What follows belongs to an exercise in optimizing a design on an open flow for small area and a short achievable clock period; a production flow would make more cautious choices. RTL that was checked went through simulation tests only; none was proved equivalent to the original. Power figures rest on the tool's default switching activity, not on a simulated workload.

// complex
module complex(clk, a0, a1, b0, b1, im, re);
  input clk;
  input [7:0] a0, a1, b0, b1;
  output reg [15:0] im, re;
  wire [15:0] re_d, im_d;
  wire rs1;
  wire rc2;
  wire rs3;
  wire rc4;
  wire rs5;
  wire rc6;
  wire rs7;
  wire rc8;
  wire rs9;
  wire rc10;
  wire rs11;
  wire rc12;
  wire rs13;
  wire rc14;
  wire rs15;
  wire rc16;
  wire rs17;
  wire rc18;
  wire rs19;
  wire rc20;
  wire rs21;
  wire rc22;
  wire rs23;
  wire rc24;
  wire rs25;
  wire rc26;
  wire rs27;
  wire rc28;
  wire rs29;
  wire rc30;
  wire rs31;
  wire rc32;
  wire rs33;
  wire rc34;
  wire rs35;
  wire rc36;
  wire rs37;
  wire rc38;
  wire rs39;
  wire rc40;
  wire rs41;
  wire rc42;
  wire rs43;
  wire rc44;
  wire rs45;
  wire rc46;
  wire rs47;
  wire rc48;
  wire rs49;
  wire rc50;
  wire rs51;
  wire rc52;
  wire rs53;
  wire rc54;
  wire rs55;
  wire rc56;
  wire rs57;
  wire rc58;
  wire rs59;
  wire rc60;
  wire rs61;
  wire rc62;
  wire rs63;
  wire rc64;
  wire rn65;
  wire rs66;
  wire rc67;
  wire rs68;
  wire rc69;
  wire rs70;
  wire rc71;
  wire rs72;
  wire rc73;
  wire rs74;
  wire rc75;
  wire rs76;
  wire rc77;
  wire rs78;
  wire rc79;
  wire rs80;
  wire rc81;
  wire rs82;
  wire rc83;
  wire rs84;
  wire rc85;
  wire rs86;
  wire rc87;
  wire rs88;
  wire rc89;
  wire rs90;
  wire rc91;
  wire rs92;
  wire rc93;
  wire rs94;
  wire rc95;
  wire rs96;
  wire rc97;
  wire rs98;
  wire rc99;
  wire rs100;
  ...
Size in the first run: roughly 720 cells after synthesis, roughly 7400 µm² of cells after synthesis.
Settings: LEC_CHECK=0, CAP_MARGIN=20, CORE_MARGIN=2, CORE_UTILIZATION=40, CTS_BUF_LIST=sky130_fd_sc_hd__clkbuf_8, CTS_CLUSTER_DIAMETER=200, CTS_CLUSTER_SIZE=32, PLACE_DENSITY=0.6, SETUP_SLACK_MARGIN=4.0, SLEW_MARGIN=20, SYNTH_HIERARCHICAL=1; clock period 10.0 ns.
standard.sh (not shown) runs the stock make flow with config.mk's settings and CLKGATE_MAP_FILE= SYNTH_SCRIPT=/design/flow/synth_recipe.tcl, a recipe that flattens the netlist after the stock synthesis.
==> flow/flow/run.sh <==
#!/bin/bash
set -o pipefail
export BUFFER_PORTS_ARGS="-buffer_cell sky130_fd_sc_hd__buf_1"
cp standard.sh standard_sh.txt 2>/dev/null
bash standard.sh > standard.log 2>&1
==> next run, changes <==
SETUP_SLACK_MARGIN = 4.7   (was 4.0)
Effect:
- die area stays the same
- final cell count is higher by a few percent
- cell area is higher by roughly a tenth
- worst setup slack improved by 250 ps
- sequential cell count stays the same
- core utilization is higher by 5.6 points
==> next run, changes <==
CORE_UTILIZATION = 60   (was 40)
PLACE_DENSITY = 0.75   (was 0.6)
SETUP_SLACK_MARGIN = 4.0   (was 4.7)
Outcome: First-iteration DRC count rises by about 65%; global-route usage rises by 7.7 points; power falls by about 19%.
==> next run, changes <==
CORE_UTILIZATION = 40   (was 60)
CTS_BUF_LIST = default   (was sky130_fd_sc_hd__clkbuf_8)
CTS_CLUSTER_DIAMETER = default   (was 200)
CTS_CLUSTER_SIZE = default   (was 32)
PLACE_DENSITY = 0.6   (was 0.75)
The changed run ran to the end with no violations; cell area rises by 2.2%; count of clock-buffer cells in the layout is unchanged; synthesized cell count does not change; via count falls by 3.9%; sequential power barely changes; maximum frequency rises by 2.0%.

## oak
Another version of the RTL of complex (not shown whole).
Size: roughly 710 cells after synthesis, about 32 flip-flops, ~65 I/O pins.
export LEC_CHECK = 0
export CAP_MARGIN = 20
export CORE_MARGIN = 2
export CORE_UTILIZATION = 40
export CTS_BUF_LIST = sky130_fd_sc_hd__clkbuf_8
export CTS_CLUSTER_DIAMETER = 200
export CTS_CLUSTER_SIZE = 32
export PLACE_DENSITY = 0.6
export SETUP_SLACK_MARGIN = 4.4
export SLEW_MARGIN = 20
export SYNTH_HIERARCHICAL = 1
create_clock -name core_clock -period 10.0 [get_ports {clk}]
Scripts as last shown in full above: flow/flow/run.sh
oak reached the final stage; the timing, DRC and antenna checks on its layout passed.
For pine, these inputs were changed with respect to oak:
- SETUP_SLACK_MARGIN: 4.4 -> 4.2
==> notes.md <==
- Diff oak -> pine | final cell count without fillers | down by a few percent
- Re growth of design area from synthesis to finish: oak and pine aren't equal, and the higher value belongs to oak.
- Relative to oak, the combinational power share of pine is lower by 2.1 points.
Function was not checked in any run of this note: the RTL went through the layout flow alone.

complex with an RTL version that a note above also has.
Size: roughly 720 cells after synthesis, about 32 flip-flops, about 65 I/O pins, roughly 0.0074 mm^2 of cells after synthesis.
==> flow/config.mk <==
export PLATFORM = sky130hd
export DESIGN_NAME = complex
export DESIGN_NICKNAME = complex
export VERILOG_FILES = /design/flow/design.v
export SDC_FILE = /design/flow/constraint.sdc
export NUM_CORES = 4
export LEC_CHECK = 0
export CAP_MARGIN = 20
export CORE_MARGIN = 2
export CORE_UTILIZATION = 40
export CTS_BUF_LIST = sky130_fd_sc_hd__clkbuf_8
export CTS_CLUSTER_DIAMETER = 200
export CTS_CLUSTER_SIZE = 32
export PLACE_DENSITY = 0.6
export SETUP_SLACK_MARGIN = 4.4
export SLEW_MARGIN = 20
export SYNTH_HIERARCHICAL = 1
==> flow/constraint.sdc <==
create_clock -name core_clock -period 10.0 [get_ports {clk}]
set_input_delay 2.0000 -clock core_clock [delete_from_list [all_inputs] [get_ports {clk}]]
set_output_delay 2.0000 -clock core_clock [all_outputs]
set_load 0.01 [all_outputs]
Scripts as last shown in full above: flow/flow/run.sh
Next try:
SETUP_SLACK_MARGIN = 4.2   (was 4.4)
=> Clock power stays flat; total power fell by 9.3%; sequential power barely changes; combinational power fell by 11%.
Next try:
==> flow/flow/run.sh (replaced) <==
#!/bin/bash
set -o pipefail
export BUFFER_PORTS_ARGS="-buffer_cell sky130_fd_sc_hd__buf_1"
export CTS_ARGS="-sink_clustering_enable -sink_clustering_size 32 -sink_clustering_max_diameter 200 -buf_list sky130_fd_sc_hd__clkbuf_8 -dont_use_dummy_load -repair_clock_nets"
cp standard.sh standard_sh.txt 2>/dev/null
bash standard.sh > standard.log 2>&1
CTS_BUF_LIST = default   (was sky130_fd_sc_hd__clkbuf_8)
CTS_CLUSTER_DIAMETER = default   (was 200)
CTS_CLUSTER_SIZE = default   (was 32)
TNS_END_PERCENT = 0.0   (was default)
Outcome: The new run completed without violations. Synthesized area is unchanged. Cell area hardly moves. Core utilization stays flat. Sequential power is about the same. Die area is unchanged. Final cell count goes down slightly. Clock power goes down by about a fifth. Power goes down slightly. Global-route usage stays flat.

-- static timing again, ports no longer ideal --
In the flow no input, the clock included, has a driving cell. The finished layouts below were timed again as built, in two steps.
Step 1 assumes that a clkbuf_16 drives the clock port and a buf_2 every other input.
Step 2, shift: input delay + t, output delay - t, t = (earliest + latest rising clock arrival at the registers) / 2. This alone moves slack from input paths to output paths.
a / b / c = ideal / step 1 / step 2; a / b = the first two.
run | t (ns) | setup WS [ns] | clock arrival spread, ns | cell pins on the clock port's net
the first run of note 1 | 0.352 | 4.212 / 4.213 / 3.861 | 0.010 / 0.010 | 1
the second run of note 1 | 0.343 | 4.461 / 4.435 / 4.092 | 0.010 / 0.010 | 1
the third run of note 1 | 0.351 | 4.083 / 4.094 / 3.743 | 0.002 / 0.002 | 1
the fourth run of note 1 | 0.338 | 4.197 / 4.220 / 3.882 | 0.007 / 0.007 | 1
oak | 0.350 | 4.307 / 4.256 / 3.905 | 0.007 / 0.007 | 1
pine | 0.347 | 4.312 / 4.311 / 3.963 | 0.007 / 0.007 | 1
the first run of note 3 | 0.341 | 4.476 / 4.476 / 4.135 | 0.005 / 0.006 | 1
the second run of note 3 | 0.343 | 4.301 / 4.309 / 3.966 | 0.005 / 0.006 | 1
the third run of note 3 | 0.336 | 4.313 / 4.319 / 3.983 | 0.010 / 0.010 | 1
After both steps every run listed still meets setup and hold. For oak, which loses most, drivers alone change the setup slack by -0.051 ns; drivers and shift together by -0.402 ns.
